Context: an optimization exercise on an open-source flow, tuned for small area, a short achievable clock period and few clock cycles per item. The choices shown serve that exercise and are no tape-out recipe. Function was checked by simulation only, so behaviour that the tests miss may differ from the original. Power is estimated from default activity; no workload was simulated.

File: constraint.sdc
create_clock -name core_clock -period 11.5 [get_ports {clk}]
set_input_delay 2.3000 -clock core_clock [delete_from_list [all_inputs] [get_ports {clk}]]
set_output_delay 2.3000 -clock core_clock [all_outputs]
set_load 0.01 [all_outputs]
File: design.v
module geofence (clk, reset, X, Y, valid, is_inside);
input clk;
input reset;
input [9:0] X;
input [9:0] Y;
output valid;
output is_inside;
reg [4:0] k;
reg [9:0] px, py;        
reg [11:0] ms, md;       
reg [21:0] q;            
reg [7:0] cq;            
reg [21:0] sa3, sb4;     
reg [21:0] r, l;         
reg [21:0] w, u;         
reg [7:0] occ;           
reg vld, ins;            
reg sur;                 
reg line;                
wire [10:0] dx = {1'b0, X} - {1'b0, px};
wire [10:0] dy = {1'b0, Y} - {1'b0, py};
wire [10:0] nx = {1'b0, px} - {1'b0, X};
wire [10:0] ny = {1'b0, py} - {1'b0, Y};
wire [11:0] ms1 = ms - 12'd1;
wire [11:0] md1 = md - 12'd1;
wire [11:0] ut = {2'b0, X} + {2'b0, Y} + ms;
wire [11:0] ut1 = {2'b0, X} + {2'b0, Y} + ms1;
wire [11:0] wt = {2'b0, Y} - {2'b0, X} + md;
wire [11:0] wt1 = {2'b0, Y} - {2'b0, X} + md1;
wire xneg = dx[10], xpos = nx[10];
wire yneg = dy[10], ypos = ny[10];
wire uneg = ut[11], upos = !ut1[11];
wire wneg = wt[11], wpos = !wt1[11];
wire [7:0] icls = {yneg & !uneg, !xneg & uneg, xneg & !wpos, !ypos & wpos,
                   ypos & !upos, !xpos & upos, xpos & !wneg, !yneg & wneg};
wire [21:0] iq = {xneg, yneg, xneg ? nx[9:0] : dx[9:0], yneg ? ny[9:0] : dy[9:0]};
always @(posedge clk) begin
    q <= iq;
    cq <= icls;
end
always @(posedge clk) begin
    if (k == 5'd0) begin
        px <= X;
        py <= Y;
        ms <= 12'd0 - {2'b0, X} - {2'b0, Y};
        md <= {2'b0, X} - {2'b0, Y};
    end
end
wire done = vld;
always @(posedge clk) begin
    if (reset || done)
        k <= 5'd0;
    else
        k <= k + 5'd1;
end
wire ld_r = k == 5'd2 || k == 5'd4 || k == 5'd7 || k == 5'd10 || k == 5'd13;
wire ld_l = k == 5'd5 || k == 5'd8 || k == 5'd11 || k == 5'd14;
reg upd, upd1;           
always @(posedge clk) begin
    upd <= !reset && !done && (k == 5'd3 || k == 5'd6 || k == 5'd9 || k == 5'd12 || k == 5'd15);
    upd1 <= !reset && !done && k == 5'd3;
end
always @(posedge clk) begin
    if (k == 5'd5)
        sa3 <= q;
    else if (k == 5'd7)
        sa3 <= q;
    if (k == 5'd6)
        sb4 <= q;
end
always @(posedge clk) begin
    if (k == 5'd2)
        occ <= cq;
    else
        occ <= occ | cq;
end
wire [7:0] o = occ | cq;
wire [15:0] o2 = {o, o};
reg [7:0] succ, bad, tin, tout, fit;
integer c;
always @(*) begin
    for (c = 0; c < 8; c = c + 1)
        succ[c] = o2[c + 1 +: 3] != 3'd0;
    bad = o & ~succ;
end
wire [15:0] bad2 = {bad, bad};
always @(*) begin
    for (c = 0; c < 8; c = c + 1)
        fit[c] = o2[c + 4 +: 4] == 4'd0;
end
wire [15:0] fit2 = {fit, fit};
always @(*) begin
    for (c = 0; c < 8; c = c + 1) begin
        tin[c] = succ[c] && bad2[c + 1 +: 4] == 4'd0;
        tout[c] = fit2[c + 5 +: 4] != 4'd0;
    end
end
wire wxs = w[21], wys = w[20], uxs = u[21], uys = u[20];
wire [9:0] wxm = w[19:10], wym = w[9:0], uxm = u[19:10], uym = u[9:0];
wire [20:0] ts, tc;
xtree tree (.wxm(wxm), .wym(wym), .uxm(uxm), .uym(uym), .s(ts), .c(tc));
reg [20:0] xs, xc;       
reg sa, sb, anz, bnz, opp;
always @(posedge clk) begin
    xs <= ts;
    xc <= tc;
    sa <= wxs ^ uys;
    sb <= wys ^ uxs;
    anz <= wxm != 10'd0 && uym != 10'd0;
    bnz <= wym != 10'd0 && uxm != 10'd0;
    opp <= (wxm != 10'd0 && uxm != 10'd0 && wxs != uxs) ||
           (wym != 10'd0 && uym != 10'd0 && wys != uys);
end
wire [20:0] cy = {1'b0, xs[19:0]} + {1'b0, xc[19:0]};
wire dneg = xs[20] ^ xc[20] ^ cy[20];
wire dz = (xs ^ xc) == {xs[19:0] | xc[19:0], 1'b0};
wire cn = (sa == sb) ? (sa ? !dneg && !dz : dneg) : (sa && (anz || bnz));
wire cp = (sa == sb) ? (sa ? dneg : !dneg && !dz) : (!sa && (anz || bnz));
reg crn, crp;            
always @(posedge clk) begin
    crn <= cn;
    crp <= cp;
end
wire rn = upd1 ? cn : crn;
wire rp = upd1 ? cp : crp;
reg [21:0] rnx, lnx;
reg surnx, linenx;
always @(*) begin
    rnx = r;
    lnx = l;
    surnx = sur;
    linenx = line;
    if (k == 5'd2) begin
        rnx = q;
        lnx = q;
        surnx = 1'b0;
        linenx = 1'b0;
    end else if (upd && !sur) begin
        if (line) begin
            linenx = 1'b0;
            if (rn) begin
                rnx = l;
                lnx = r;
            end
        end else if (rn && cp) begin
            surnx = 1'b1;
        end else if (!rn && cp) begin
            lnx = u;
        end else if (rn && !cp) begin
            rnx = u;
        end else if (!rn && !rp && !cn && !cp && opp) begin
            lnx = u;
            linenx = 1'b1;
        end
    end
end
always @(posedge clk) begin
    r <= rnx;
    l <= lnx;
    sur <= surnx;
    line <= linenx;
end
always @(posedge clk) begin
    if (ld_r)
        w <= rnx;
    else if (ld_l)
        w <= l;
    case (k)
    5'd2: u <= iq;
    5'd4: u <= q;
    5'd7: u <= sa3;
    5'd10: u <= sb4;
    5'd13: u <= sa3;
    default: ;
    endcase
end
wire q_valid = (icls & (tin | tout)) != 8'd0;
wire q_in = (icls & tin) != 8'd0;
always @(posedge clk) begin
    if (reset || vld) begin
        vld <= 1'b0;
        ins <= 1'b0;
    end else begin
        vld <= (k == 5'd6 && q_valid) || (k >= 5'd7 && surnx) || k == 5'd16;
        ins <= (k == 5'd6 && q_in) || (k >= 5'd7 && surnx);
    end
end
assign valid = vld;
assign is_inside = ins;
endmodule
module xtree (wxm, wym, uxm, uym, s, c);
input [9:0] wxm, wym, uxm, uym;
output [20:0] s, c;
wire t1 = (wxm[0] & uym[9]) ^ ~(wym[0] & uxm[9]) ^ (wxm[1] & uym[8]);
wire t2 = ((wxm[0] & uym[9]) & ~(wym[0] & uxm[9])) | ((wxm[0] & uym[9]) & (wxm[1] & uym[8])) | (~(wym[0] & uxm[9]) & (wxm[1] & uym[8]));
wire t3 = (wxm[1] & uym[9]) ^ ~(wym[1] & uxm[9]);
wire t4 = (wxm[1] & uym[9]) & ~(wym[1] & uxm[9]);
wire t5 = (wxm[0] & uym[6]) ^ ~(wym[0] & uxm[6]) ^ (wxm[1] & uym[5]);
wire t6 = ((wxm[0] & uym[6]) & ~(wym[0] & uxm[6])) | ((wxm[0] & uym[6]) & (wxm[1] & uym[5])) | (~(wym[0] & uxm[6]) & (wxm[1] & uym[5]));
wire t7 = (wxm[0] & uym[7]) ^ ~(wym[0] & uxm[7]) ^ (wxm[1] & uym[6]);
wire t8 = ((wxm[0] & uym[7]) & ~(wym[0] & uxm[7])) | ((wxm[0] & uym[7]) & (wxm[1] & uym[6])) | (~(wym[0] & uxm[7]) & (wxm[1] & uym[6]));
wire t9 = ~(wym[1] & uxm[6]) ^ (wxm[2] & uym[5]) ^ ~(wym[2] & uxm[5]);
wire t10 = (~(wym[1] & uxm[6]) & (wxm[2] & uym[5])) | (~(wym[1] & uxm[6]) & ~(wym[2] & uxm[5])) | ((wxm[2] & uym[5]) & ~(wym[2] & uxm[5]));
wire t11 = (wxm[3] & uym[4]) ^ ~(wym[3] & uxm[4]);
wire t12 = (wxm[3] & uym[4]) & ~(wym[3] & uxm[4]);
wire t13 = (wxm[0] & uym[8]) ^ ~(wym[0] & uxm[8]) ^ (wxm[1] & uym[7]);
wire t14 = ((wxm[0] & uym[8]) & ~(wym[0] & uxm[8])) | ((wxm[0] & uym[8]) & (wxm[1] & uym[7])) | (~(wym[0] & uxm[8]) & (wxm[1] & uym[7]));
wire t15 = ~(wym[1] & uxm[7]) ^ (wxm[2] & uym[6]) ^ ~(wym[2] & uxm[6]);
wire t16 = (~(wym[1] & uxm[7]) & (wxm[2] & uym[6])) | (~(wym[1] & uxm[7]) & ~(wym[2] & uxm[6])) | ((wxm[2] & uym[6]) & ~(wym[2] & uxm[6]));
wire t17 = (wxm[3] & uym[5]) ^ ~(wym[3] & uxm[5]) ^ (wxm[4] & uym[4]);
wire t18 = ((wxm[3] & uym[5]) & ~(wym[3] & uxm[5])) | ((wxm[3] & uym[5]) & (wxm[4] & uym[4])) | (~(wym[3] & uxm[5]) & (wxm[4] & uym[4]));
wire t19 = ~(wym[4] & uxm[4]) ^ (wxm[5] & uym[3]) ^ ~(wym[5] & uxm[3]);
wire t20 = (~(wym[4] & uxm[4]) & (wxm[5] & uym[3])) | (~(wym[4] & uxm[4]) & ~(wym[5] & uxm[3])) | ((wxm[5] & uym[3]) & ~(wym[5] & uxm[3]));
wire t21 = (wxm[6] & uym[2]) ^ ~(wym[6] & uxm[2]);
wire t22 = (wxm[6] & uym[2]) & ~(wym[6] & uxm[2]);
wire t23 = ~(wym[1] & uxm[8]) ^ (wxm[2] & uym[7]) ^ ~(wym[2] & uxm[7]);
wire t24 = (~(wym[1] & uxm[8]) & (wxm[2] & uym[7])) | (~(wym[1] & uxm[8]) & ~(wym[2] & uxm[7])) | ((wxm[2] & uym[7]) & ~(wym[2] & uxm[7]));
wire t25 = (wxm[3] & uym[6]) ^ ~(wym[3] & uxm[6]) ^ (wxm[4] & uym[5]);
wire t26 = ((wxm[3] & uym[6]) & ~(wym[3] & uxm[6])) | ((wxm[3] & uym[6]) & (wxm[4] & uym[5])) | (~(wym[3] & uxm[6]) & (wxm[4] & uym[5]));
wire t27 = ~(wym[4] & uxm[5]) ^ (wxm[5] & uym[4]) ^ ~(wym[5] & uxm[4]);
wire t28 = (~(wym[4] & uxm[5]) & (wxm[5] & uym[4])) | (~(wym[4] & uxm[5]) & ~(wym[5] & uxm[4])) | ((wxm[5] & uym[4]) & ~(wym[5] & uxm[4]));
wire t29 = (wxm[6] & uym[3]) ^ ~(wym[6] & uxm[3]) ^ (wxm[7] & uym[2]);
wire t30 = ((wxm[6] & uym[3]) & ~(wym[6] & uxm[3])) | ((wxm[6] & uym[3]) & (wxm[7] & uym[2])) | (~(wym[6] & uxm[3]) & (wxm[7] & uym[2]));
wire t31 = ~(wym[7] & uxm[2]) ^ (wxm[8] & uym[1]) ^ ~(wym[8] & uxm[1]);
wire t32 = (~(wym[7] & uxm[2]) & (wxm[8] & uym[1])) | (~(wym[7] & uxm[2]) & ~(wym[8] & uxm[1])) | ((wxm[8] & uym[1]) & ~(wym[8] & uxm[1]));
wire t33 = (wxm[9] & uym[0]) ^ ~(wym[9] & uxm[0]);
wire t34 = (wxm[9] & uym[0]) & ~(wym[9] & uxm[0]);
wire t35 = (wxm[2] & uym[8]) ^ ~(wym[2] & uxm[8]) ^ (wxm[3] & uym[7]);
wire t36 = ((wxm[2] & uym[8]) & ~(wym[2] & uxm[8])) | ((wxm[2] & uym[8]) & (wxm[3] & uym[7])) | (~(wym[2] & uxm[8]) & (wxm[3] & uym[7]));
wire t37 = ~(wym[3] & uxm[7]) ^ (wxm[4] & uym[6]) ^ ~(wym[4] & uxm[6]);
wire t38 = (~(wym[3] & uxm[7]) & (wxm[4] & uym[6])) | (~(wym[3] & uxm[7]) & ~(wym[4] & uxm[6])) | ((wxm[4] & uym[6]) & ~(wym[4] & uxm[6]));
wire t39 = (wxm[5] & uym[5]) ^ ~(wym[5] & uxm[5]) ^ (wxm[6] & uym[4]);
wire t40 = ((wxm[5] & uym[5]) & ~(wym[5] & uxm[5])) | ((wxm[5] & uym[5]) & (wxm[6] & uym[4])) | (~(wym[5] & uxm[5]) & (wxm[6] & uym[4]));
wire t41 = ~(wym[6] & uxm[4]) ^ (wxm[7] & uym[3]) ^ ~(wym[7] & uxm[3]);
wire t42 = (~(wym[6] & uxm[4]) & (wxm[7] & uym[3])) | (~(wym[6] & uxm[4]) & ~(wym[7] & uxm[3])) | ((wxm[7] & uym[3]) & ~(wym[7] & uxm[3]));
wire t43 = (wxm[8] & uym[2]) ^ ~(wym[8] & uxm[2]) ^ (wxm[9] & uym[1]);
wire t44 = ((wxm[8] & uym[2]) & ~(wym[8] & uxm[2])) | ((wxm[8] & uym[2]) & (wxm[9] & uym[1])) | (~(wym[8] & uxm[2]) & (wxm[9] & uym[1]));
wire t45 = ~(wym[9] & uxm[1]) ^ 1'b1 ^ t2;
wire t46 = (~(wym[9] & uxm[1]) & 1'b1) | (~(wym[9] & uxm[1]) & t2) | (1'b1 & t2);
wire t47 = (wxm[2] & uym[9]) ^ ~(wym[2] & uxm[9]) ^ (wxm[3] & uym[8]);
wire t48 = ((wxm[2] & uym[9]) & ~(wym[2] & uxm[9])) | ((wxm[2] & uym[9]) & (wxm[3] & uym[8])) | (~(wym[2] & uxm[9]) & (wxm[3] & uym[8]));
wire t49 = ~(wym[3] & uxm[8]) ^ (wxm[4] & uym[7]) ^ ~(wym[4] & uxm[7]);
wire t50 = (~(wym[3] & uxm[8]) & (wxm[4] & uym[7])) | (~(wym[3] & uxm[8]) & ~(wym[4] & uxm[7])) | ((wxm[4] & uym[7]) & ~(wym[4] & uxm[7]));
wire t51 = (wxm[5] & uym[6]) ^ ~(wym[5] & uxm[6]) ^ (wxm[6] & uym[5]);
wire t52 = ((wxm[5] & uym[6]) & ~(wym[5] & uxm[6])) | ((wxm[5] & uym[6]) & (wxm[6] & uym[5])) | (~(wym[5] & uxm[6]) & (wxm[6] & uym[5]));
wire t53 = ~(wym[6] & uxm[5]) ^ (wxm[7] & uym[4]) ^ ~(wym[7] & uxm[4]);
wire t54 = (~(wym[6] & uxm[5]) & (wxm[7] & uym[4])) | (~(wym[6] & uxm[5]) & ~(wym[7] & uxm[4])) | ((wxm[7] & uym[4]) & ~(wym[7] & uxm[4]));
wire t55 = (wxm[8] & uym[3]) ^ ~(wym[8] & uxm[3]) ^ (wxm[9] & uym[2]);
wire t56 = ((wxm[8] & uym[3]) & ~(wym[8] & uxm[3])) | ((wxm[8] & uym[3]) & (wxm[9] & uym[2])) | (~(wym[8] & uxm[3]) & (wxm[9] & uym[2]));
wire t57 = (wxm[3] & uym[9]) ^ ~(wym[3] & uxm[9]) ^ (wxm[4] & uym[8]);
wire t58 = ((wxm[3] & uym[9]) & ~(wym[3] & uxm[9])) | ((wxm[3] & uym[9]) & (wxm[4] & uym[8])) | (~(wym[3] & uxm[9]) & (wxm[4] & uym[8]));
wire t59 = ~(wym[4] & uxm[8]) ^ (wxm[5] & uym[7]) ^ ~(wym[5] & uxm[7]);
wire t60 = (~(wym[4] & uxm[8]) & (wxm[5] & uym[7])) | (~(wym[4] & uxm[8]) & ~(wym[5] & uxm[7])) | ((wxm[5] & uym[7]) & ~(wym[5] & uxm[7]));
wire t61 = (wxm[6] & uym[6]) ^ ~(wym[6] & uxm[6]) ^ (wxm[7] & uym[5]);
wire t62 = ((wxm[6] & uym[6]) & ~(wym[6] & uxm[6])) | ((wxm[6] & uym[6]) & (wxm[7] & uym[5])) | (~(wym[6] & uxm[6]) & (wxm[7] & uym[5]));
wire t63 = (wxm[4] & uym[9]) ^ ~(wym[4] & uxm[9]) ^ (wxm[5] & uym[8]);
wire t64 = ((wxm[4] & uym[9]) & ~(wym[4] & uxm[9])) | ((wxm[4] & uym[9]) & (wxm[5] & uym[8])) | (~(wym[4] & uxm[9]) & (wxm[5] & uym[8]));
wire t65 = (wxm[0] & uym[4]) ^ ~(wym[0] & uxm[4]) ^ (wxm[1] & uym[3]);
wire t66 = ((wxm[0] & uym[4]) & ~(wym[0] & uxm[4])) | ((wxm[0] & uym[4]) & (wxm[1] & uym[3])) | (~(wym[0] & uxm[4]) & (wxm[1] & uym[3]));
wire t67 = (wxm[0] & uym[5]) ^ ~(wym[0] & uxm[5]) ^ (wxm[1] & uym[4]);
wire t68 = ((wxm[0] & uym[5]) & ~(wym[0] & uxm[5])) | ((wxm[0] & uym[5]) & (wxm[1] & uym[4])) | (~(wym[0] & uxm[5]) & (wxm[1] & uym[4]));
wire t69 = ~(wym[1] & uxm[4]) ^ (wxm[2] & uym[3]) ^ ~(wym[2] & uxm[3]);
wire t70 = (~(wym[1] & uxm[4]) & (wxm[2] & uym[3])) | (~(wym[1] & uxm[4]) & ~(wym[2] & uxm[3])) | ((wxm[2] & uym[3]) & ~(wym[2] & uxm[3]));
wire t71 = (wxm[3] & uym[2]) ^ ~(wym[3] & uxm[2]);
wire t72 = (wxm[3] & uym[2]) & ~(wym[3] & uxm[2]);
wire t73 = ~(wym[1] & uxm[5]) ^ (wxm[2] & uym[4]) ^ ~(wym[2] & uxm[4]);
wire t74 = (~(wym[1] & uxm[5]) & (wxm[2] & uym[4])) | (~(wym[1] & uxm[5]) & ~(wym[2] & uxm[4])) | ((wxm[2] & uym[4]) & ~(wym[2] & uxm[4]));
wire t75 = (wxm[3] & uym[3]) ^ ~(wym[3] & uxm[3]) ^ (wxm[4] & uym[2]);
wire t76 = ((wxm[3] & uym[3]) & ~(wym[3] & uxm[3])) | ((wxm[3] & uym[3]) & (wxm[4] & uym[2])) | (~(wym[3] & uxm[3]) & (wxm[4] & uym[2]));
wire t77 = ~(wym[4] & uxm[2]) ^ (wxm[5] & uym[1]) ^ ~(wym[5] & uxm[1]);
wire t78 = (~(wym[4] & uxm[2]) & (wxm[5] & uym[1])) | (~(wym[4] & uxm[2]) & ~(wym[5] & uxm[1])) | ((wxm[5] & uym[1]) & ~(wym[5] & uxm[1]));
wire t79 = (wxm[6] & uym[0]) ^ ~(wym[6] & uxm[0]);
wire t80 = (wxm[6] & uym[0]) & ~(wym[6] & uxm[0]);
wire t81 = (wxm[4] & uym[3]) ^ ~(wym[4] & uxm[3]) ^ (wxm[5] & uym[2]);
wire t82 = ((wxm[4] & uym[3]) & ~(wym[4] & uxm[3])) | ((wxm[4] & uym[3]) & (wxm[5] & uym[2])) | (~(wym[4] & uxm[3]) & (wxm[5] & uym[2]));
wire t83 = ~(wym[5] & uxm[2]) ^ (wxm[6] & uym[1]) ^ ~(wym[6] & uxm[1]);
wire t84 = (~(wym[5] & uxm[2]) & (wxm[6] & uym[1])) | (~(wym[5] & uxm[2]) & ~(wym[6] & uxm[1])) | ((wxm[6] & uym[1]) & ~(wym[6] & uxm[1]));
wire t85 = (wxm[7] & uym[0]) ^ ~(wym[7] & uxm[0]) ^ 1'b1;
wire t86 = ((wxm[7] & uym[0]) & ~(wym[7] & uxm[0])) | ((wxm[7] & uym[0]) & 1'b1) | (~(wym[7] & uxm[0]) & 1'b1);
wire t87 = t6 ^ t7 ^ t9;
wire t88 = (t6 & t7) | (t6 & t9) | (t7 & t9);
wire t89 = (wxm[7] & uym[1]) ^ ~(wym[7] & uxm[1]) ^ (wxm[8] & uym[0]);
wire t90 = ((wxm[7] & uym[1]) & ~(wym[7] & uxm[1])) | ((wxm[7] & uym[1]) & (wxm[8] & uym[0])) | (~(wym[7] & uxm[1]) & (wxm[8] & uym[0]));
wire t91 = ~(wym[8] & uxm[0]) ^ 1'b1 ^ t8;
wire t92 = (~(wym[8] & uxm[0]) & 1'b1) | (~(wym[8] & uxm[0]) & t8) | (1'b1 & t8);
wire t93 = t10 ^ t12 ^ t13;
wire t94 = (t10 & t12) | (t10 & t13) | (t12 & t13);
wire t95 = t15 ^ t17 ^ t19;
wire t96 = (t15 & t17) | (t15 & t19) | (t17 & t19);
wire t97 = 1'b1 ^ t1 ^ t14;
wire t98 = (1'b1 & t1) | (1'b1 & t14) | (t1 & t14);
wire t99 = t16 ^ t18 ^ t20;
wire t100 = (t16 & t18) | (t16 & t20) | (t18 & t20);
wire t101 = t22 ^ t23 ^ t25;
wire t102 = (t22 & t23) | (t22 & t25) | (t23 & t25);
wire t103 = t27 ^ t29 ^ t31;
wire t104 = (t27 & t29) | (t27 & t31) | (t29 & t31);
wire t105 = t3 ^ t24 ^ t26;
wire t106 = (t3 & t24) | (t3 & t26) | (t24 & t26);
wire t107 = t28 ^ t30 ^ t32;
wire t108 = (t28 & t30) | (t28 & t32) | (t30 & t32);
wire t109 = t34 ^ t35 ^ t37;
wire t110 = (t34 & t35) | (t34 & t37) | (t35 & t37);
wire t111 = t39 ^ t41 ^ t43;
wire t112 = (t39 & t41) | (t39 & t43) | (t41 & t43);
wire t113 = ~(wym[9] & uxm[2]) ^ t4 ^ t36;
wire t114 = (~(wym[9] & uxm[2]) & t4) | (~(wym[9] & uxm[2]) & t36) | (t4 & t36);
wire t115 = t38 ^ t40 ^ t42;
wire t116 = (t38 & t40) | (t38 & t42) | (t40 & t42);
wire t117 = t44 ^ t46 ^ t47;
wire t118 = (t44 & t46) | (t44 & t47) | (t46 & t47);
wire t119 = t49 ^ t51 ^ t53;
wire t120 = (t49 & t51) | (t49 & t53) | (t51 & t53);
wire t121 = ~(wym[7] & uxm[5]) ^ (wxm[8] & uym[4]) ^ ~(wym[8] & uxm[4]);
wire t122 = (~(wym[7] & uxm[5]) & (wxm[8] & uym[4])) | (~(wym[7] & uxm[5]) & ~(wym[8] & uxm[4])) | ((wxm[8] & uym[4]) & ~(wym[8] & uxm[4]));
wire t123 = (wxm[9] & uym[3]) ^ ~(wym[9] & uxm[3]) ^ t48;
wire t124 = ((wxm[9] & uym[3]) & ~(wym[9] & uxm[3])) | ((wxm[9] & uym[3]) & t48) | (~(wym[9] & uxm[3]) & t48);
wire t125 = t50 ^ t52 ^ t54;
wire t126 = (t50 & t52) | (t50 & t54) | (t52 & t54);
wire t127 = t56 ^ t57 ^ t59;
wire t128 = (t56 & t57) | (t56 & t59) | (t57 & t59);
wire t129 = ~(wym[5] & uxm[8]) ^ (wxm[6] & uym[7]) ^ ~(wym[6] & uxm[7]);
wire t130 = (~(wym[5] & uxm[8]) & (wxm[6] & uym[7])) | (~(wym[5] & uxm[8]) & ~(wym[6] & uxm[7])) | ((wxm[6] & uym[7]) & ~(wym[6] & uxm[7]));
wire t131 = (wxm[7] & uym[6]) ^ ~(wym[7] & uxm[6]) ^ (wxm[8] & uym[5]);
wire t132 = ((wxm[7] & uym[6]) & ~(wym[7] & uxm[6])) | ((wxm[7] & uym[6]) & (wxm[8] & uym[5])) | (~(wym[7] & uxm[6]) & (wxm[8] & uym[5]));
wire t133 = ~(wym[8] & uxm[5]) ^ (wxm[9] & uym[4]) ^ ~(wym[9] & uxm[4]);
wire t134 = (~(wym[8] & uxm[5]) & (wxm[9] & uym[4])) | (~(wym[8] & uxm[5]) & ~(wym[9] & uxm[4])) | ((wxm[9] & uym[4]) & ~(wym[9] & uxm[4]));
wire t135 = t58 ^ t60 ^ t62;
wire t136 = (t58 & t60) | (t58 & t62) | (t60 & t62);
wire t137 = (wxm[5] & uym[9]) ^ ~(wym[5] & uxm[9]) ^ (wxm[6] & uym[8]);
wire t138 = ((wxm[5] & uym[9]) & ~(wym[5] & uxm[9])) | ((wxm[5] & uym[9]) & (wxm[6] & uym[8])) | (~(wym[5] & uxm[9]) & (wxm[6] & uym[8]));
wire t139 = ~(wym[6] & uxm[8]) ^ (wxm[7] & uym[7]) ^ ~(wym[7] & uxm[7]);
wire t140 = (~(wym[6] & uxm[8]) & (wxm[7] & uym[7])) | (~(wym[6] & uxm[8]) & ~(wym[7] & uxm[7])) | ((wxm[7] & uym[7]) & ~(wym[7] & uxm[7]));
wire t141 = (wxm[8] & uym[6]) ^ ~(wym[8] & uxm[6]) ^ (wxm[9] & uym[5]);
wire t142 = ((wxm[8] & uym[6]) & ~(wym[8] & uxm[6])) | ((wxm[8] & uym[6]) & (wxm[9] & uym[5])) | (~(wym[8] & uxm[6]) & (wxm[9] & uym[5]));
wire t143 = (wxm[6] & uym[9]) ^ ~(wym[6] & uxm[9]) ^ (wxm[7] & uym[8]);
wire t144 = ((wxm[6] & uym[9]) & ~(wym[6] & uxm[9])) | ((wxm[6] & uym[9]) & (wxm[7] & uym[8])) | (~(wym[6] & uxm[9]) & (wxm[7] & uym[8]));
wire t145 = (wxm[0] & uym[2]) ^ ~(wym[0] & uxm[2]);
wire t146 = (wxm[0] & uym[2]) & ~(wym[0] & uxm[2]);
wire t147 = (wxm[0] & uym[3]) ^ ~(wym[0] & uxm[3]) ^ (wxm[1] & uym[2]);
wire t148 = ((wxm[0] & uym[3]) & ~(wym[0] & uxm[3])) | ((wxm[0] & uym[3]) & (wxm[1] & uym[2])) | (~(wym[0] & uxm[3]) & (wxm[1] & uym[2]));
wire t149 = ~(wym[1] & uxm[2]) ^ (wxm[2] & uym[1]) ^ ~(wym[2] & uxm[1]);
wire t150 = (~(wym[1] & uxm[2]) & (wxm[2] & uym[1])) | (~(wym[1] & uxm[2]) & ~(wym[2] & uxm[1])) | ((wxm[2] & uym[1]) & ~(wym[2] & uxm[1]));
wire t151 = ~(wym[1] & uxm[3]) ^ (wxm[2] & uym[2]) ^ ~(wym[2] & uxm[2]);
wire t152 = (~(wym[1] & uxm[3]) & (wxm[2] & uym[2])) | (~(wym[1] & uxm[3]) & ~(wym[2] & uxm[2])) | ((wxm[2] & uym[2]) & ~(wym[2] & uxm[2]));
wire t153 = (wxm[3] & uym[1]) ^ ~(wym[3] & uxm[1]) ^ (wxm[4] & uym[0]);
wire t154 = ((wxm[3] & uym[1]) & ~(wym[3] & uxm[1])) | ((wxm[3] & uym[1]) & (wxm[4] & uym[0])) | (~(wym[3] & uxm[1]) & (wxm[4] & uym[0]));
wire t155 = ~(wym[4] & uxm[0]) ^ 1'b1;
wire t156 = ~(wym[4] & uxm[0]) & 1'b1;
wire t157 = (wxm[4] & uym[1]) ^ ~(wym[4] & uxm[1]) ^ (wxm[5] & uym[0]);
wire t158 = ((wxm[4] & uym[1]) & ~(wym[4] & uxm[1])) | ((wxm[4] & uym[1]) & (wxm[5] & uym[0])) | (~(wym[4] & uxm[1]) & (wxm[5] & uym[0]));
wire t159 = ~(wym[5] & uxm[0]) ^ 1'b1 ^ t66;
wire t160 = (~(wym[5] & uxm[0]) & 1'b1) | (~(wym[5] & uxm[0]) & t66) | (1'b1 & t66);
wire t161 = t67 ^ t69 ^ t71;
wire t162 = (t67 & t69) | (t67 & t71) | (t69 & t71);
wire t163 = 1'b1 ^ t5 ^ t68;
wire t164 = (1'b1 & t5) | (1'b1 & t68) | (t5 & t68);
wire t165 = t70 ^ t72 ^ t73;
wire t166 = (t70 & t72) | (t70 & t73) | (t72 & t73);
wire t167 = t75 ^ t77 ^ t79;
wire t168 = (t75 & t77) | (t75 & t79) | (t77 & t79);
wire t169 = t11 ^ t74 ^ t76;
wire t170 = (t11 & t74) | (t11 & t76) | (t74 & t76);
wire t171 = t78 ^ t80 ^ t81;
wire t172 = (t78 & t80) | (t78 & t81) | (t80 & t81);
wire t173 = t83 ^ t85 ^ t87;
wire t174 = (t83 & t85) | (t83 & t87) | (t85 & t87);
wire t175 = t21 ^ t82 ^ t84;
wire t176 = (t21 & t82) | (t21 & t84) | (t82 & t84);
wire t177 = t86 ^ t88 ^ t89;
wire t178 = (t86 & t88) | (t86 & t89) | (t88 & t89);
wire t179 = t91 ^ t93 ^ t95;
wire t180 = (t91 & t93) | (t91 & t95) | (t93 & t95);
wire t181 = t33 ^ t90 ^ t92;
wire t182 = (t33 & t90) | (t33 & t92) | (t90 & t92);
wire t183 = t94 ^ t96 ^ t97;
wire t184 = (t94 & t96) | (t94 & t97) | (t96 & t97);
wire t185 = t99 ^ t101 ^ t103;
wire t186 = (t99 & t101) | (t99 & t103) | (t101 & t103);
wire t187 = t45 ^ t98 ^ t100;
wire t188 = (t45 & t98) | (t45 & t100) | (t98 & t100);
wire t189 = t102 ^ t104 ^ t105;
wire t190 = (t102 & t104) | (t102 & t105) | (t104 & t105);
wire t191 = t107 ^ t109 ^ t111;
wire t192 = (t107 & t109) | (t107 & t111) | (t109 & t111);
wire t193 = t55 ^ t106 ^ t108;
wire t194 = (t55 & t106) | (t55 & t108) | (t106 & t108);
wire t195 = t110 ^ t112 ^ t113;
wire t196 = (t110 & t112) | (t110 & t113) | (t112 & t113);
wire t197 = t115 ^ t117 ^ t119;
wire t198 = (t115 & t117) | (t115 & t119) | (t117 & t119);
wire t199 = t61 ^ t114 ^ t116;
wire t200 = (t61 & t114) | (t61 & t116) | (t114 & t116);
wire t201 = t118 ^ t120 ^ t121;
wire t202 = (t118 & t120) | (t118 & t121) | (t120 & t121);
wire t203 = t123 ^ t125 ^ t127;
wire t204 = (t123 & t125) | (t123 & t127) | (t125 & t127);
wire t205 = t63 ^ t122 ^ t124;
wire t206 = (t63 & t122) | (t63 & t124) | (t122 & t124);
wire t207 = t126 ^ t128 ^ t129;
wire t208 = (t126 & t128) | (t126 & t129) | (t128 & t129);
wire t209 = t131 ^ t133 ^ t135;
wire t210 = (t131 & t133) | (t131 & t135) | (t133 & t135);
wire t211 = ~(wym[9] & uxm[5]) ^ t64 ^ t130;
wire t212 = (~(wym[9] & uxm[5]) & t64) | (~(wym[9] & uxm[5]) & t130) | (t64 & t130);
wire t213 = t132 ^ t134 ^ t136;
wire t214 = (t132 & t134) | (t132 & t136) | (t134 & t136);
wire t215 = t137 ^ t139 ^ t141;
wire t216 = (t137 & t139) | (t137 & t141) | (t139 & t141);
wire t217 = ~(wym[7] & uxm[8]) ^ (wxm[8] & uym[7]) ^ ~(wym[8] & uxm[7]);
wire t218 = (~(wym[7] & uxm[8]) & (wxm[8] & uym[7])) | (~(wym[7] & uxm[8]) & ~(wym[8] & uxm[7])) | ((wxm[8] & uym[7]) & ~(wym[8] & uxm[7]));
wire t219 = (wxm[9] & uym[6]) ^ ~(wym[9] & uxm[6]) ^ t138;
wire t220 = ((wxm[9] & uym[6]) & ~(wym[9] & uxm[6])) | ((wxm[9] & uym[6]) & t138) | (~(wym[9] & uxm[6]) & t138);
wire t221 = t140 ^ t142 ^ t143;
wire t222 = (t140 & t142) | (t140 & t143) | (t142 & t143);
wire t223 = (wxm[7] & uym[9]) ^ ~(wym[7] & uxm[9]) ^ (wxm[8] & uym[8]);
wire t224 = ((wxm[7] & uym[9]) & ~(wym[7] & uxm[9])) | ((wxm[7] & uym[9]) & (wxm[8] & uym[8])) | (~(wym[7] & uxm[9]) & (wxm[8] & uym[8]));
wire t225 = ~(wym[8] & uxm[8]) ^ (wxm[9] & uym[7]) ^ ~(wym[9] & uxm[7]);
wire t226 = (~(wym[8] & uxm[8]) & (wxm[9] & uym[7])) | (~(wym[8] & uxm[8]) & ~(wym[9] & uxm[7])) | ((wxm[9] & uym[7]) & ~(wym[9] & uxm[7]));
wire t227 = (wxm[0] & uym[1]) ^ ~(wym[0] & uxm[1]);
wire t228 = (wxm[0] & uym[1]) & ~(wym[0] & uxm[1]);
wire t229 = (wxm[1] & uym[1]) ^ ~(wym[1] & uxm[1]) ^ (wxm[2] & uym[0]);
wire t230 = ((wxm[1] & uym[1]) & ~(wym[1] & uxm[1])) | ((wxm[1] & uym[1]) & (wxm[2] & uym[0])) | (~(wym[1] & uxm[1]) & (wxm[2] & uym[0]));
wire t231 = ~(wym[2] & uxm[0]) ^ 1'b1;
wire t232 = ~(wym[2] & uxm[0]) & 1'b1;
wire t233 = (wxm[3] & uym[0]) ^ ~(wym[3] & uxm[0]) ^ 1'b1;
wire t234 = ((wxm[3] & uym[0]) & ~(wym[3] & uxm[0])) | ((wxm[3] & uym[0]) & 1'b1) | (~(wym[3] & uxm[0]) & 1'b1);
wire t235 = t146 ^ t147 ^ t149;
wire t236 = (t146 & t147) | (t146 & t149) | (t147 & t149);
wire t237 = t65 ^ t148 ^ t150;
wire t238 = (t65 & t148) | (t65 & t150) | (t148 & t150);
wire t239 = t151 ^ t153 ^ t155;
wire t240 = (t151 & t153) | (t151 & t155) | (t153 & t155);
wire t241 = t152 ^ t154 ^ t156;
wire t242 = (t152 & t154) | (t152 & t156) | (t154 & t156);
wire t243 = t157 ^ t159 ^ t161;
wire t244 = (t157 & t159) | (t157 & t161) | (t159 & t161);
wire t245 = t158 ^ t160 ^ t162;
wire t246 = (t158 & t160) | (t158 & t162) | (t160 & t162);
wire t247 = t163 ^ t165 ^ t167;
wire t248 = (t163 & t165) | (t163 & t167) | (t165 & t167);
wire t249 = t164 ^ t166 ^ t168;
wire t250 = (t164 & t166) | (t164 & t168) | (t166 & t168);
wire t251 = t169 ^ t171 ^ t173;
wire t252 = (t169 & t171) | (t169 & t173) | (t171 & t173);
wire t253 = t170 ^ t172 ^ t174;
wire t254 = (t170 & t172) | (t170 & t174) | (t172 & t174);
wire t255 = t175 ^ t177 ^ t179;
wire t256 = (t175 & t177) | (t175 & t179) | (t177 & t179);
wire t257 = t176 ^ t178 ^ t180;
wire t258 = (t176 & t178) | (t176 & t180) | (t178 & t180);
wire t259 = t181 ^ t183 ^ t185;
wire t260 = (t181 & t183) | (t181 & t185) | (t183 & t185);
wire t261 = t182 ^ t184 ^ t186;
wire t262 = (t182 & t184) | (t182 & t186) | (t184 & t186);
wire t263 = t187 ^ t189 ^ t191;
wire t264 = (t187 & t189) | (t187 & t191) | (t189 & t191);
wire t265 = t188 ^ t190 ^ t192;
wire t266 = (t188 & t190) | (t188 & t192) | (t190 & t192);
wire t267 = t193 ^ t195 ^ t197;
wire t268 = (t193 & t195) | (t193 & t197) | (t195 & t197);
wire t269 = t194 ^ t196 ^ t198;
wire t270 = (t194 & t196) | (t194 & t198) | (t196 & t198);
wire t271 = t199 ^ t201 ^ t203;
wire t272 = (t199 & t201) | (t199 & t203) | (t201 & t203);
wire t273 = t200 ^ t202 ^ t204;
wire t274 = (t200 & t202) | (t200 & t204) | (t202 & t204);
wire t275 = t205 ^ t207 ^ t209;
wire t276 = (t205 & t207) | (t205 & t209) | (t207 & t209);
wire t277 = t206 ^ t208 ^ t210;
wire t278 = (t206 & t208) | (t206 & t210) | (t208 & t210);
wire t279 = t211 ^ t213 ^ t215;
wire t280 = (t211 & t213) | (t211 & t215) | (t213 & t215);
wire t281 = t212 ^ t214 ^ t216;
wire t282 = (t212 & t214) | (t212 & t216) | (t214 & t216);
wire t283 = t217 ^ t219 ^ t221;
wire t284 = (t217 & t219) | (t217 & t221) | (t219 & t221);
wire t285 = t144 ^ t218 ^ t220;
wire t286 = (t144 & t218) | (t144 & t220) | (t218 & t220);
wire t287 = t222 ^ t223 ^ t225;
wire t288 = (t222 & t223) | (t222 & t225) | (t223 & t225);
wire t289 = (wxm[8] & uym[9]) ^ ~(wym[8] & uxm[9]) ^ (wxm[9] & uym[8]);
wire t290 = ((wxm[8] & uym[9]) & ~(wym[8] & uxm[9])) | ((wxm[8] & uym[9]) & (wxm[9] & uym[8])) | (~(wym[8] & uxm[9]) & (wxm[9] & uym[8]));
wire t291 = ~(wym[9] & uxm[8]) ^ t224 ^ t226;
wire t292 = (~(wym[9] & uxm[8]) & t224) | (~(wym[9] & uxm[8]) & t226) | (t224 & t226);
wire t293 = (wxm[1] & uym[0]) ^ ~(wym[1] & uxm[0]);
wire t294 = (wxm[1] & uym[0]) & ~(wym[1] & uxm[0]);
wire t295 = t145 ^ t228 ^ t229;
wire t296 = (t145 & t228) | (t145 & t229) | (t228 & t229);
wire t297 = t230 ^ t232 ^ t233;
wire t298 = (t230 & t232) | (t230 & t233) | (t232 & t233);
wire t299 = t234 ^ t236 ^ t237;
wire t300 = (t234 & t236) | (t234 & t237) | (t236 & t237);
wire t301 = t238 ^ t240 ^ t241;
wire t302 = (t238 & t240) | (t238 & t241) | (t240 & t241);
wire t303 = t242 ^ t244 ^ t245;
wire t304 = (t242 & t244) | (t242 & t245) | (t244 & t245);
wire t305 = t246 ^ t248 ^ t249;
wire t306 = (t246 & t248) | (t246 & t249) | (t248 & t249);
wire t307 = t250 ^ t252 ^ t253;
wire t308 = (t250 & t252) | (t250 & t253) | (t252 & t253);
wire t309 = t254 ^ t256 ^ t257;
wire t310 = (t254 & t256) | (t254 & t257) | (t256 & t257);
wire t311 = t258 ^ t260 ^ t261;
wire t312 = (t258 & t260) | (t258 & t261) | (t260 & t261);
wire t313 = t262 ^ t264 ^ t265;
wire t314 = (t262 & t264) | (t262 & t265) | (t264 & t265);
wire t315 = t266 ^ t268 ^ t269;
wire t316 = (t266 & t268) | (t266 & t269) | (t268 & t269);
wire t317 = t270 ^ t272 ^ t273;
wire t318 = (t270 & t272) | (t270 & t273) | (t272 & t273);
wire t319 = t274 ^ t276 ^ t277;
wire t320 = (t274 & t276) | (t274 & t277) | (t276 & t277);
wire t321 = t278 ^ t280 ^ t281;
wire t322 = (t278 & t280) | (t278 & t281) | (t280 & t281);
wire t323 = t282 ^ t284 ^ t285;
wire t324 = (t282 & t284) | (t282 & t285) | (t284 & t285);
wire t325 = t286 ^ t288 ^ t289;
wire t326 = (t286 & t288) | (t286 & t289) | (t288 & t289);
wire t327 = (wxm[9] & uym[9]) ^ ~(wym[9] & uxm[9]) ^ t290;
wire t328 = ((wxm[9] & uym[9]) & ~(wym[9] & uxm[9])) | ((wxm[9] & uym[9]) & t290) | (~(wym[9] & uxm[9]) & t290);
wire t329 = (wxm[0] & uym[0]) ^ ~(wym[0] & uxm[0]);
wire t330 = (wxm[0] & uym[0]) & ~(wym[0] & uxm[0]);
wire t331 = 1'b1 ^ t227 ^ t293;
wire t332 = (1'b1 & t227) | (1'b1 & t293) | (t227 & t293);
wire t333 = t231 ^ t294 ^ t295;
wire t334 = (t231 & t294) | (t231 & t295) | (t294 & t295);
wire t335 = t235 ^ t296 ^ t297;
wire t336 = (t235 & t296) | (t235 & t297) | (t296 & t297);
wire t337 = t239 ^ t298 ^ t299;
wire t338 = (t239 & t298) | (t239 & t299) | (t298 & t299);
wire t339 = t243 ^ t300 ^ t301;
wire t340 = (t243 & t300) | (t243 & t301) | (t300 & t301);
wire t341 = t247 ^ t302 ^ t303;
wire t342 = (t247 & t302) | (t247 & t303) | (t302 & t303);
wire t343 = t251 ^ t304 ^ t305;
wire t344 = (t251 & t304) | (t251 & t305) | (t304 & t305);
wire t345 = t255 ^ t306 ^ t307;
wire t346 = (t255 & t306) | (t255 & t307) | (t306 & t307);
wire t347 = t259 ^ t308 ^ t309;
wire t348 = (t259 & t308) | (t259 & t309) | (t308 & t309);
wire t349 = t263 ^ t310 ^ t311;
wire t350 = (t263 & t310) | (t263 & t311) | (t310 & t311);
wire t351 = t267 ^ t312 ^ t313;
wire t352 = (t267 & t312) | (t267 & t313) | (t312 & t313);
wire t353 = t271 ^ t314 ^ t315;
wire t354 = (t271 & t314) | (t271 & t315) | (t314 & t315);
wire t355 = t275 ^ t316 ^ t317;
wire t356 = (t275 & t316) | (t275 & t317) | (t316 & t317);
wire t357 = t279 ^ t318 ^ t319;
wire t358 = (t279 & t318) | (t279 & t319) | (t318 & t319);
wire t359 = t283 ^ t320 ^ t321;
wire t360 = (t283 & t320) | (t283 & t321) | (t320 & t321);
wire t361 = t287 ^ t322 ^ t323;
wire t362 = (t287 & t322) | (t287 & t323) | (t322 & t323);
wire t363 = t291 ^ t324 ^ t325;
wire t364 = (t291 & t324) | (t291 & t325) | (t324 & t325);
wire t365 = t292 ^ t326 ^ t327;
wire t366 = (t292 & t326) | (t292 & t327) | (t326 & t327);
assign s[0] = 1'b1;
assign c[0] = t329;
assign s[1] = t330;
assign c[1] = t331;
assign s[2] = t332;
assign c[2] = t333;
assign s[3] = t334;
assign c[3] = t335;
assign s[4] = t336;
assign c[4] = t337;
assign s[5] = t338;
assign c[5] = t339;
assign s[6] = t340;
assign c[6] = t341;
assign s[7] = t342;
assign c[7] = t343;
assign s[8] = t344;
assign c[8] = t345;
assign s[9] = t346;
assign c[9] = t347;
assign s[10] = t348;
assign c[10] = t349;
assign s[11] = t350;
assign c[11] = t351;
assign s[12] = t352;
assign c[12] = t353;
assign s[13] = t354;
assign c[13] = t355;
assign s[14] = t356;
assign c[14] = t357;
assign s[15] = t358;
assign c[15] = t359;
assign s[16] = t360;
assign c[16] = t361;
assign s[17] = t362;
assign c[17] = t363;
assign s[18] = t364;
assign c[18] = t365;
assign s[19] = t328;
assign c[19] = t366;
assign s[20] = 1'b1;
assign c[20] = 1'b0;
endmodule
File: standard.sh
#!/bin/bash
# synth_recipe.tcl (not shown) runs the flow's synth.tcl, then flattens the netlist and writes it again
# the make line also repeats each setting of config.mk as NAME=value (left out here)
make -C /OpenROAD-flow-scripts/flow DESIGN_CONFIG=/design/flow/config.mk WORK_HOME=/design/flow/orfs CLKGATE_MAP_FILE= SYNTH_SCRIPT=/design/flow/synth_recipe.tcl "${@:-finish}"
File: flow/run.sh
#!/bin/bash
# Standard layout, with timing repair aiming for a period of about 4.3 ns
# (setup margin 7.2 ns at the design's 11.5 ns clock).
set -euo pipefail
bash standard.sh SETUP_SLACK_MARGIN=7.2 finish > flow.log 2>&1
File: config.mk
export PLATFORM = sky130hd
export DESIGN_NAME = geofence
export DESIGN_NICKNAME = geofence
export VERILOG_FILES = /design/flow/design.v
export SDC_FILE = /design/flow/constraint.sdc
export NUM_CORES = 4
export LEC_CHECK = 0
export CAP_MARGIN = 20
export CORE_MARGIN = 2
export CORE_UTILIZATION = 35
export SLEW_MARGIN = 20
==> results.json, run 1 <==
{
  "ys_warn_count": 1,
  "ir_worst_vdd_mv": 0.1730,
  "synth.top_cell.area_share": 0.2135,
  "fin_area_mm2": 0.02530,
  "setup_viol": 0,
  "final_max_slew_viol_count": 0,
  "final_common_cell": "inv_1",
  "port_buffers": 23,
  "wl_um": 59530,
  "ys.flop_type": "edfxtp_1",
  "clkTransAtPathRegs_ns": 0.07,
  "finalCriticalPeriod_ns": 5.958,
  "placed_area_mm2": 0.02270,
  "drc": 0,
  "syn_area_mm2": 0.02138,
  "die_width_um": 251.2,
  "synth_edf_count": 152,
  "p_leak_nw": 10.84,
  "hold_buffers": 0,
  "io_pins": 24,
  "grt_pass1_vias": 17053,
  "nNetsFinal": 2668,
  "wire_per_inst_um": 19.29,
  "syn_inst": 2222,
  "clock_path_buffers": 3,
  "finalCritPeriodShare": 0.5181,
  "yosys-top-cells-area": "edfxtp_1 (21%), fa_1 (16%), ha_1 (12%), dfxtp_1 (11%), inv_1 (6.2%)",
  "syn-mean-instance-area_um2": 9.623,
  "drtPass1Iterations": 6,
  "worst-path-max-fanout": 3,
  "layout_setup_ws_ns": 5.542,
  "finalSetupTns_ns": 0,
  "hpwl_um": 41530,
  "worst_setup_path_end_kind": "flop",
  "vias_per_cell": 5.286,
  "ys_seq_area_frac": 0.3230,
  "synth.net_count": 2613,
  "cts_buffers": 34,
  "antenna_found_initial": 0,
  "drt-initial-drc-count": 1158,
  "required_ns": 11.93,
  "route.vias.total": 16314,
  "place_ws_ns": 3.678,
  "grt_max_degree": 77,
  "max_freq_ghz": 0.1678,
  "htree_levels": 2,
  "root_buffer": "clkbuf_16",
  "dieHeight_um": 251.2,
  "synthArstFlopShare": 0,
  "start_util": 0.3543,
  "relSlewSlack": 0.2303,
  "drv_cap": 0,
  "row_count": 90,
  "layout-drive-gt1-share": 0.1641,
  "total_power_w": 0.006650,
  "cts.sinks": 269,
  "whs_ns": 0.4546,
  "worstMarginPinSlew_ns": 1.155,
  "power_density_mw_per_mm2": 262.9,
  "rsz0062_at_grt": "yes",
  "ant_nets": 0,
  "grt_overflow": 0,
  "crit_type": "in -> reg",
  "finalHoldViolations": 0,
  "final_cell_mix": "inv_1 (331), nand2_1 (201), fa_1 (165), ha_1 (164), edfxtp_1 (152)",
  "synth_top_area_cell": "edfxtp_1",
  "start_kind": "primary input",
  "outcome": "complete, no violations",
  "min_path_type": "reg -> reg",
  "core_mm2": 0.06036,
  "synth.distinct_cells": 76,
  "cts_tree": "yes",
  "grt_usage": 0.1882,
  "clk_latency_ns": 0.56,
  "gp_congestion": 0.9025,
  "arrival_ns": 6.39,
  "dieArea_mm2": 0.06309,
  "synthToLayoutAreaGrowth_pct": 18.30,
  "grt_pass1_wl_um": 93640,
  "skew_ns": 0.02667,
  "synth-seq-cells": 269
}
==> metal layers <==
| layer | vias up | wire length [um] | global-route usage |
|---|---|---|---|
| li1 | 7553 | - | - |
| met1 | 8131 | 24970 | 0.2373 |
| met2 | 507 | 29110 | 0.3235 |
| met3 | 123 | 3351 | 0.02775 |
| met4 | 0 | 2108 | 0.07568 |
| met5 | - | 0 | 0 |
==> registers in the layout, indices dropped and copies added, names as in the netlist, 19 cells and up <==
register	cells
l	22
q	22
r	22
sa3	22
sb4	22
u	22
w	22
xc	20
xs	19
==> critical path, cell delays in order <==
cell,delay [ns]
buf_12,0.09
clkinvlp_4,0.13
ha_4,0.31
inv_1,0.05
a21o_1,0.16
a21oi_2,0.16
o21bai_1,0.10
a21oi_2,0.16
o21bai_1,0.12
a21oi_2,0.24
xnor2_2,0.14
inv_1,0.06
ha_1,0.27
inv_1,0.06
ha_2,0.17
a21o_1,0.20
a21oi_4,0.16
nor2_1,0.05
a211o_1,0.26
a311oi_4,0.34
buf_4,0.18
mux2i_1,0.08
a21o_1,0.21
o311ai_2,0.30
o21ai_1,0.10
==> power breakdown <==
part | leakage (nW) | internal, W | switching (W)
clock | 0.572 | 0.000678 | 0.000446
combinational | 7.88 | 0.00166 | 0.00215
sequential | 2.39 | 0.00140 | 0.000309
total | 10.8 | 0.00375 | 0.00290
==> per-stage QoR <==
step	instances	utilization
3_5_place_dp	2945	0.3761
2_1_floorplan	2222	-
5_1_grt	3085	0.4191
4_1_cts	3057	0.4100
3_3_place_gp	2945	0.3761
6_report	3086	0.4191
==> layout make-up <==
cell class / instances / area, um^2
fillers: 5700 / 35060
multi-input cells: 1500 / 13810
flip-flops and latches: 269 / 6908
inverters: 354 / 1404
clock buffers: 48 / 1030
repair buffers: 118 / 1018
well taps: 782 / 978.4
clock inverters: 14 / 150.1
diodes: 1 / 2.502
==> synth_stat cells, types with 37 or more instances <==
library cell	number
inv_1	352
nand2_1	202
ha_1	198
fa_1	171
edfxtp_1	152
a21oi_1	137
dfxtp_1	117
nor2_1	111
and2_1	96
clkbuf_1	87
o21ai_0	71
xnor2_1	60
nand3_1	44
mux2i_1	37
==> what timing repair did <==
| item | CTS | global route |
|---|---|---|
| pin swaps | 49 | 53 |
| setup buffers | 49 | 28 |
| gates resized for setup | 203 | 74 |
| setup endpoints to repair | 64 | 37 |
| cloned | 1 | 0 |
==> cells by family after synthesis <==
logic type,after synthesis,share of synthesized area
AOI/OAI and AO/OA,412,0.1272
and+or+nand+nor,573,0.1286
DFF,269,0.3230
adders and majority gates,369,0.2760
xor gates and xnor gates,80,0.03277
muxes,65,0.03224
buffers and inverters,454,0.08028
==> path summary, 6_finish.rpt <==
| check | startpoint | to | slack (ns) | depth (start not counted) |
|---|---|---|---|---|
| max | X[1] | ins | 5.54 | 25 |
| min | cq[1] | occ[1] | 0.45 | 1 |
| max reg2reg | u[5] | xc[9] | 7.40 | 10 |
| min reg2reg | cq[1] | occ[1] | 0.45 | 1 |
Testbench counts, summed over its fixed seeds: cycles 15,151, items 1,600.
==> run 2: changes to the inputs <==
--- a/design.v
+++ b/design.v
@@ -9,11 +9,13 @@
 reg [9:0] px, py;        
 reg [11:0] ms, md;       
 reg [21:0] q;            
-reg [7:0] cq;            
+reg [7:0] sg;            
 reg [21:0] sa3, sb4;     
 reg [21:0] r, l;         
 reg [21:0] w, u;         
 reg [7:0] occ;           
+reg [7:0] vin, vout;     
+reg k7;                  
 reg vld, ins;            
 reg sur;                 
 reg line;                
@@ -31,12 +33,10 @@
 wire yneg = dy[10], ypos = ny[10];
 wire uneg = ut[11], upos = !ut1[11];
 wire wneg = wt[11], wpos = !wt1[11];
-wire [7:0] icls = {yneg & !uneg, !xneg & uneg, xneg & !wpos, !ypos & wpos,
-                   ypos & !upos, !xpos & upos, xpos & !wneg, !yneg & wneg};
 wire [21:0] iq = {xneg, yneg, xneg ? nx[9:0] : dx[9:0], yneg ? ny[9:0] : dy[9:0]};
 always @(posedge clk) begin
     q <= iq;
-    cq <= icls;
+    sg <= {xneg, xpos, yneg, ypos, uneg, upos, wneg, wpos};
 end
 always @(posedge clk) begin
     if (k == 5'd0) begin
@@ -46,7 +46,7 @@
         md <= {2'b0, X} - {2'b0, Y};
     end
 end
-wire done = vld;
+wire done = valid;
 always @(posedge clk) begin
     if (reset || done)
         k <= 5'd0;
@@ -68,6 +68,10 @@
     if (k == 5'd6)
         sb4 <= q;
 end
+wire gxn = sg[7], gxp = sg[6], gyn = sg[5], gyp = sg[4];
+wire gun = sg[3], gup = sg[2], gwn = sg[1], gwp = sg[0];
+wire [7:0] cq = {gyn & !gun, !gxn & gun, gxn & !gwp, !gyp & gwp,
+                 gyp & !gup, !gxp & gup, gxp & !gwn, !gyn & gwn};
 always @(posedge clk) begin
     if (k == 5'd2)
         occ <= cq;
@@ -95,6 +99,11 @@
         tout[c] = fit2[c + 5 +: 4] != 4'd0;
     end
 end
+always @(posedge clk) begin
+    vin <= tin;
+    vout <= tin | tout;
+    k7 <= !reset && !done && k == 5'd6;
+end
 wire wxs = w[21], wys = w[20], uxs = u[21], uys = u[20];
 wire [9:0] wxm = w[19:10], wym = w[9:0], uxm = u[19:10], uym = u[9:0];
 wire [20:0] ts, tc;
@@ -174,19 +183,19 @@
     default: ;
     endcase
 end
-wire q_valid = (icls & (tin | tout)) != 8'd0;
-wire q_in = (icls & tin) != 8'd0;
+wire q_valid = k7 && (cq & vout) != 8'd0;
+wire q_in = k7 && (cq & vin) != 8'd0;
 always @(posedge clk) begin
-    if (reset || vld) begin
+    if (reset || done) begin
         vld <= 1'b0;
         ins <= 1'b0;
     end else begin
-        vld <= (k == 5'd6 && q_valid) || (k >= 5'd7 && surnx) || k == 5'd16;
-        ins <= (k == 5'd6 && q_in) || (k >= 5'd7 && surnx);
+        vld <= (k >= 5'd7 && surnx) || k == 5'd16;
+        ins <= k >= 5'd7 && surnx;
     end
 end
-assign valid = vld;
-assign is_inside = ins;
+assign valid = vld || q_valid;
+assign is_inside = ins || q_in;
 endmodule
 module xtree (wxm, wym, uxm, uym, s, c);
 input [9:0] wxm, wym, uxm, uym;
==> run 2 against run 1 <==
Compared with the run above:
- setup slack gained 1.2 ns
- power shrank 12%
- fmax up 25%
- utilization fell by 0.23 points
- clock skew increased by 0.0043 ns
- final area is 1.9% higher
- combinational power down 18%
- clock-buffer cell count decreased by 1
- critical path depth decreased by 6
- sequential cell count rose by 15
- hold slack better by 0.0048 ns
- critical path type unchanged
- largest cell class unchanged
==> results.json, run 2 <==
{
  "nNetsFinal": 2661,
  "ir_worst_vdd_mv": 0.1103,
  "register_area_mm2": 0.007212,
  "layout-drive-gt1-share": 0.1786,
  "synthArstFlopShare": 0,
  "outcome": "complete, no violations",
  "finalHoldViolations": 0,
  "grt_pass1_wl_um": 91090,
  "worst_setup_path_end_kind": "flop",
  "synthToLayoutAreaGrowth_pct": 17.72,
  "die_width_um": 254.1,
  "wl_um": 57170,
  "drc": 0,
  "synth_top_area_cell": "edfxtp_1",
  "drt-initial-drc-count": 1375,
  "clock_path_buffers": 3,
  "p_leak_nw": 10.72,
  "final_max_slew_viol_count": 0,
  "antenna_found_initial": 0,
  "core_mm2": 0.06183,
  "cts.sinks": 284,
  "synth_common_cells": "inv_1 (378), ha_1 (198), nand2_1 (187)",
  "synth.net_count": 2615,
  "grt_usage": 0.1784,
  "placedCellCount": 2993,
  "final_common_cell": "inv_1",
  "worstMarginPinSlew_ns": 1.121,
  "synth-seq-cells": 284,
  "finalCritPeriodShare": 0.4132,
  "drtPass1Iterations": 6,
  "max_freq_ghz": 0.2104,
  "dieArea_mm2": 0.06456,
  "wire_per_inst_um": 18.25,
  "power_density_mw_per_mm2": 227.1,
  "drv_cap": 0,
  "synth.top_cell.area_share": 0.2085,
  "route.vias.total": 16215,
  "worstPathCellList": "buf_12 -> clkinvlp_4 -> buf_6 -> fa_2 -> a21oi_2 -> nor2_1 -> nor2_2 -> o21bai_2 -> a21oi_2 -> o21bai_1 -> a21oi_2 -> xor2_1 -> ha_1 -> inv_1 -> ha_1 -> o21ai_1 -> nand2b_1 -> a31oi_2 -> xnor2_1",
  "port_buffers": 23,
  "ys_seq_area_frac": 0.3292,
  "clk_latency_ns": 0.57,
  "arrival_ns": 5.22,
  "cts_buffers": 34,
  "ys.flop_type": "edfxtp_1",
  "multi_input_area_mm2": 0.01388,
  "min_path_type": "reg -> reg",
  "finalSetupTns_ns": 0,
  "layout.cells.non_filler": 3133,
  "insertedDiodeCount": 0,
  "setup_viol": 0,
  "clkTransAtPathRegs_ns": 0.06,
  "vias_per_cell": 5.176,
  "n_fill_cell": 5875,
  "row_count": 91,
  "synth_edf_count": 152,
  "crit_type": "in -> reg",
  "syn_area_mm2": 0.02189,
  "rsz0062_at_grt": "yes",
  "htree_levels": 2,
  "cp_slowest_cell": "fa_2",
  "dieHeight_um": 254.1,
  "syn-mean-instance-area_um2": 9.843,
  "io_pins": 24,
  "worst-path-max-fanout": 3,
  "grt_max_degree": 72,
  "root_buffer": "clkbuf_16",
  "cpMostUsedCell": "a21oi_2",
  "syn_inst": 2224,
  "start_util": 0.3541,
  "cts_tree": "yes",
  "hpwl_um": 39460,
  "relSlewSlack": 0.2516,
  "crit_path_max_incr_delay_ns": 0.37,
  "grt_pass1_vias": 17220,
  "required_ns": 11.96,
  "grt_overflow": 0,
  "yosys-top-cells-area": "edfxtp_1 (21%), fa_1 (16%), dfxtp_1 (12%), ha_1 (11%), inv_1 (6.5%)",
  "gp_congestion": 0.8832,
  "synth.distinct_cells": 66,
  "skew_ns": 0.03100,
  "finalCriticalPeriod_ns": 4.752,
  "ys_warn_count": 1,
  "start_kind": "primary input",
  "yosysMostFrequentCell": "inv_1",
  "ant_nets": 0,
  "final_cell_mix": "inv_1 (355), nand2_1 (184), fa_1 (166), ha_1 (166), edfxtp_1 (152)"
}
run 2: final timing paths:
check	start	depth (start not counted)	slack [ns]	to
setup / recovery	X[1]	19	6.75	sg[0]
hold / removal	occ[1]	1	0.46	occ[1]
setup reg to reg	u[9]	12	7.40	xc[12]
hold reg to reg	occ[1]	1	0.46	occ[1]
run 2: final cells by class:
cell class / instances / area share
multi-input cells: 1453 / 0.5387
flip-flops and latches: 284 / 0.2799
inverters: 379 / 0.05627
repair buffers: 118 / 0.04093
well taps: 837 / 0.04064
clock buffers: 47 / 0.03729
clock inverters: 15 / 0.006312
run 2: layer usage:
metal	global-route usage	wire length, um	part of all wire	vias to the layer above
met4	0.05966	1689	0.030	0
met3	0.02970	3365	0.059	128
met5	0	0	0	-
met2	0.3139	28330	0.50	548
li1	-	-	-	7506
met1	0.2209	23780	0.42	8033
run 2: worst max-delay path, delay by kind of cell:
family | cells | cell delay, ns
AOI/OAI and AO/OA | 7 | 1.08
xor gates and xnor gates | 2 | 0.25
adders and majority gates | 3 | 0.86
buffers and inverters | 4 | 0.42
and+or+nand+nor | 3 | 0.29
run 2: logic make-up after synthesis:
logic type,after synthesis,synth area share
and+or+nand+nor,566,0.1319
DFF,284,0.3292
muxes,63,0.03092
AOI/OAI and AO/OA,377,0.1226
buffers and inverters,487,0.08454
adders and majority gates,369,0.2696
xor gates and xnor gates,78,0.03121
run 2: metrics by stage:
step	worst slack [ns]	hold WS (ns)	total power [W]	area, um^2	utilization
after floorplan	6.511	0.4273	0.003766	22100	-
after global placement	5.112	0.4372	0.004459	23110	0.3737
after detailed placement	5.022	0.4485	0.004617	23110	0.3737
after CTS	6.793	0.4631	0.005833	25160	0.4070
after global routing	6.620	0.4799	0.006447	25770	0.4168
final	6.748	0.4593	0.005853	25770	0.4168
run 2: what timing repair did:
action                                  4_1_cts  5_1_grt
pin swaps                                    86       57
endpoints found under the setup margin       82       43
resized for setup                           228       86
hold buffers                                  0        0
buffers inserted                             53       25
run 2: power by group:
group | total (W) | internal [W] | switching (W) | leakage, nW
Clock | 0.00109 | 0.000621 | 0.000466 | 0.547
Sequential | 0.00163 | 0.00141 | 0.000225 | 2.51
Combinational | 0.00313 | 0.00139 | 0.00174 | 7.66
Total | 0.00585 | 0.00342 | 0.00244 | 10.7
Testbench counts of run 2, summed over its fixed seeds: cycles 15,151, items 1,600.
==> run 3: changes to the inputs <==
==> flow/run.sh (replaced) <==
#!/bin/bash
# Standard layout, with timing repair aiming for a period of about 3.9 ns
# (setup margin 7.6 ns at the design's 11.5 ns clock).
set -euo pipefail
bash standard.sh SETUP_SLACK_MARGIN=7.6 finish > flow.log 2>&1
--- a/config.mk
+++ b/config.mk
@@ -7,5 +7,5 @@
 export LEC_CHECK = 0
 export CAP_MARGIN = 20
 export CORE_MARGIN = 2
-export CORE_UTILIZATION = 35
+export CORE_UTILIZATION = 40
 export SLEW_MARGIN = 20
==> run 3 against run 2 <==
Compared with the run above:
- still clean
- first-iteration DRC count increased by 8.1%
- area after synthesis did not move
- power up 4.1%
- die area shrank 12%
- clock skew down 0.012 ns
- combinational power grew 7.3%
- non-clock buffer count is 103 higher
- final cell count is 1.1% lower
- hold slack got worse by 0.0073 ns
- critical path type unchanged
- largest power group unchanged
==> results.json, run 3 <==
{
  "outcome": "complete, no violations",
  "min_from": "occ[1]",
  "clkTransAtPathRegs_ns": 0.06,
  "ys.flop_type": "edfxtp_1",
  "wl_um": 59810,
  "r2r_cells": 10,
  "n_fill_cell": 4850,
  "syn_inst": 2224,
  "nNetsFinal": 2766,
  "met3_length_um": 3030,
  "ys_warn_count": 1,
  "rrSetupSlack_ns": 7.63,
  "critical_path_buf_inv_count": 3,
  "arrival_ns": 5.20,
  "wire_per_inst_um": 19.30,
  "antenna_found_initial": 0,
  "grt_pass1_vias": 17326,
  "ant_nets": 0,
  "gp_congestion": 0.8766,
  "io_pins": 24,
  "port_buffers": 23,
  "dieHeight_um": 237.9,
  "setup_viol": 0,
  "crit_type": "in -> reg",
  "final_common_cell": "inv_1",
  "dieArea_mm2": 0.05661,
  "reg2reg_to": "xc[12]",
  "start_util": 0.4060,
  "grt_pass1_wl_um": 94610,
  "wl_met1_um": 25180,
  "finalCritPeriodShare": 0.4085,
  "die_width_um": 237.9,
  "finalSetupTns_ns": 0,
  "ir_worst_vdd_mv": 0.1361,
  "row_count": 85,
  "clock_path_buffers": 3,
  "worstPathCellList": "buf_12 -> ha_4 -> fa_2 -> nand2b_1 -> a21oi_2 -> nor2_2 -> o21bai_1 -> a21oi_2 -> o21bai_1 -> a21oi_2 -> xor2_1 -> inv_1 -> ha_4 -> inv_2 -> ha_4 -> o21ai_2 -> nand2b_1 -> a31oi_1 -> xnor2_1",
  "worst-path-max-fanout": 5,
  "drtPass1Iterations": 7,
  "cts.sinks": 284,
  "r2r_start": "w[13]",
  "yosys-top-cells-area": "edfxtp_1 (21%), fa_1 (16%), dfxtp_1 (12%), ha_1 (11%), inv_1 (6.5%)",
  "worst_setup_path_end_kind": "flop",
  "synth_common_cells": "inv_1 (378), ha_1 (198), nand2_1 (187)",
  "whs_path_depth": 1,
  "root_buffer": "clkbuf_16",
  "wl_met2_um": 29610,
  "skew_ns": 0.01916,
  "layout-drive-gt1-share": 0.2323,
  "hpwl_um": 39690,
  "critical_path_depth": 19,
  "final_cell_mix": "inv_1 (346), nand2_1 (185), buf_4 (172), ha_1 (163), edfxtp_1 (152)",
  "clk_latency_ns": 0.57,
  "min_path_type": "reg -> reg",
  "synthArstFlopShare": 0,
  "cpLargestDelayFamily": "adder cells",
  "ys_seq_area_frac": 0.3292,
  "cts_tree": "yes",
  "cts_buffers": 35,
  "final_max_slew_viol_count": 0,
  "rsz0062_at_grt": "yes",
  "max_freq_ghz": 0.2128,
  "hold_buffers": 0,
  "drt-initial-drc-count": 1487,
  "synth-seq-cells": 284,
  "crit_path_max_incr_delay_ns": 0.37,
  "worstMarginPinSlew_ns": 1.150,
  "grt_overflow": 0,
  "start_kind": "primary input",
  "syn_area_mm2": 0.02189,
  "crit_path_end": "sg[2]",
  "drv_cap": 0,
  "total_power_w": 0.006093,
  "route.vias.total": 16487,
  "vias_per_cell": 5.322,
  "htree_levels": 2,
  "insertedDiodeCount": 0,
  "synthToLayoutAreaGrowth_pct": 21.55,
  "synth_top_area_cell": "edfxtp_1",
  "grt_max_degree": 72,
  "top_layer_used": "met4",
  "syn-mean-instance-area_um2": 9.843,
  "core_mm2": 0.05392,
  "synth.net_count": 2615,
  "synth.top_cell.area_share": 0.2085,
  "finalCriticalPeriod_ns": 4.698,
  "synth_edf_count": 152,
  "power_density_mw_per_mm2": 229.0,
  "startpoint": "Y[0]",
  "cp_slowest_cell": "fa_2",
  "relSlewSlack": 0.2326,
  "required_ns": 12.01,
  "grt_usage": 0.2114,
  "yosysMostFrequentCell": "inv_1",
  "synth.distinct_cells": 66,
  "finalHoldViolations": 0,
  "p_leak_nw": 11.29,
  "drc": 0
}
## run 3: area by class of cell
class | instances | area, um^2 | area share
clock inverters | 15 | 177.7 | 0.006677
clock buffers | 49 | 1022 | 0.03842
flip-flops and latches | 284 | 7213 | 0.2711
multi-input cells | 1454 | 13980 | 0.5255
repair buffers | 221 | 1889 | 0.07101
inverters | 379 | 1451 | 0.05455
well taps | 696 | 870.8 | 0.03273
## run 3: power by group
group	internal (W)	total [W]	switching, W	leakage [nW]
Combinational	0.00149	0.00336	0.00187	8.19
Sequential	0.00141	0.00158	0.000174	2.51
Clock	0.000676	0.00115	0.000470	0.584
## run 3: cell families after synthesis
logic type / synth area share
flops: 0.3292
fa+ha+maj: 0.2696
compound gates: 0.1226
mux: 0.03092
xor+xnor: 0.03121
buf+inv: 0.08454
simple gates: 0.1319
## run 3: worst min-delay path by stage
stage,end,slack [ns]
finish,occ[1],0.45
global route,occ[0],0.48
CTS,occ[1],0.46
detailed placement,occ[0],0.44
global placement,occ[0],0.44
floorplan,occ[0],0.43
## run 3: stage by stage
step	util	area [um^2]	std cells	hold slack [ns]	worst slack [ns]
after floorplan	-	22110	2224	0.4273	6.511
after global placement	0.4251	22920	2849	0.4366	5.109
after detailed placement	0.4253	22930	2850	0.4428	5.004
after CTS	0.4779	25770	3042	0.4565	6.801
after global routing	0.4935	26610	3098	0.4773	6.646
final	0.4935	26610	3098	0.4520	6.802
## run 3: layer usage
layer	GRT usage	vias up
met1	0.2622	8158
met5	0	-
met4	0.07566	0
met3	0.03332	119
met2	0.3719	483
li1	-	7727
## run 3: what timing repair did
item / CTS / global route
gates cloned: 1 / 0
setup endpoints to repair: 149 / 105
setup buffers: 127 / 56
pin swaps: 64 / 92
gates resized for setup: 241 / 122

## port drivers added, routing unchanged
Ports are ideal in the flow. The routed layouts listed here were re-timed in OpenROAD. Step 1: set_driving_cell puts a clkbuf_16 on clk and a buf_2 on each other input, an assumption about the parent block. Step 2 also shifts input and output timing later by t, the mid clock arrival at the registers, as if the neighbouring blocks saw the same clock. Three values: ideal ports, drivers, drivers and shift; two values: the first two.
run	shift t [ns]	slack for setup (ns)
run 1	0.603	5.542 / 5.517 / 4.914
run 2	0.611	6.748 / 6.731 / 6.119
run 3	0.616	6.802 / 6.756 / 6.140
After both steps every run listed still meets setup and hold.
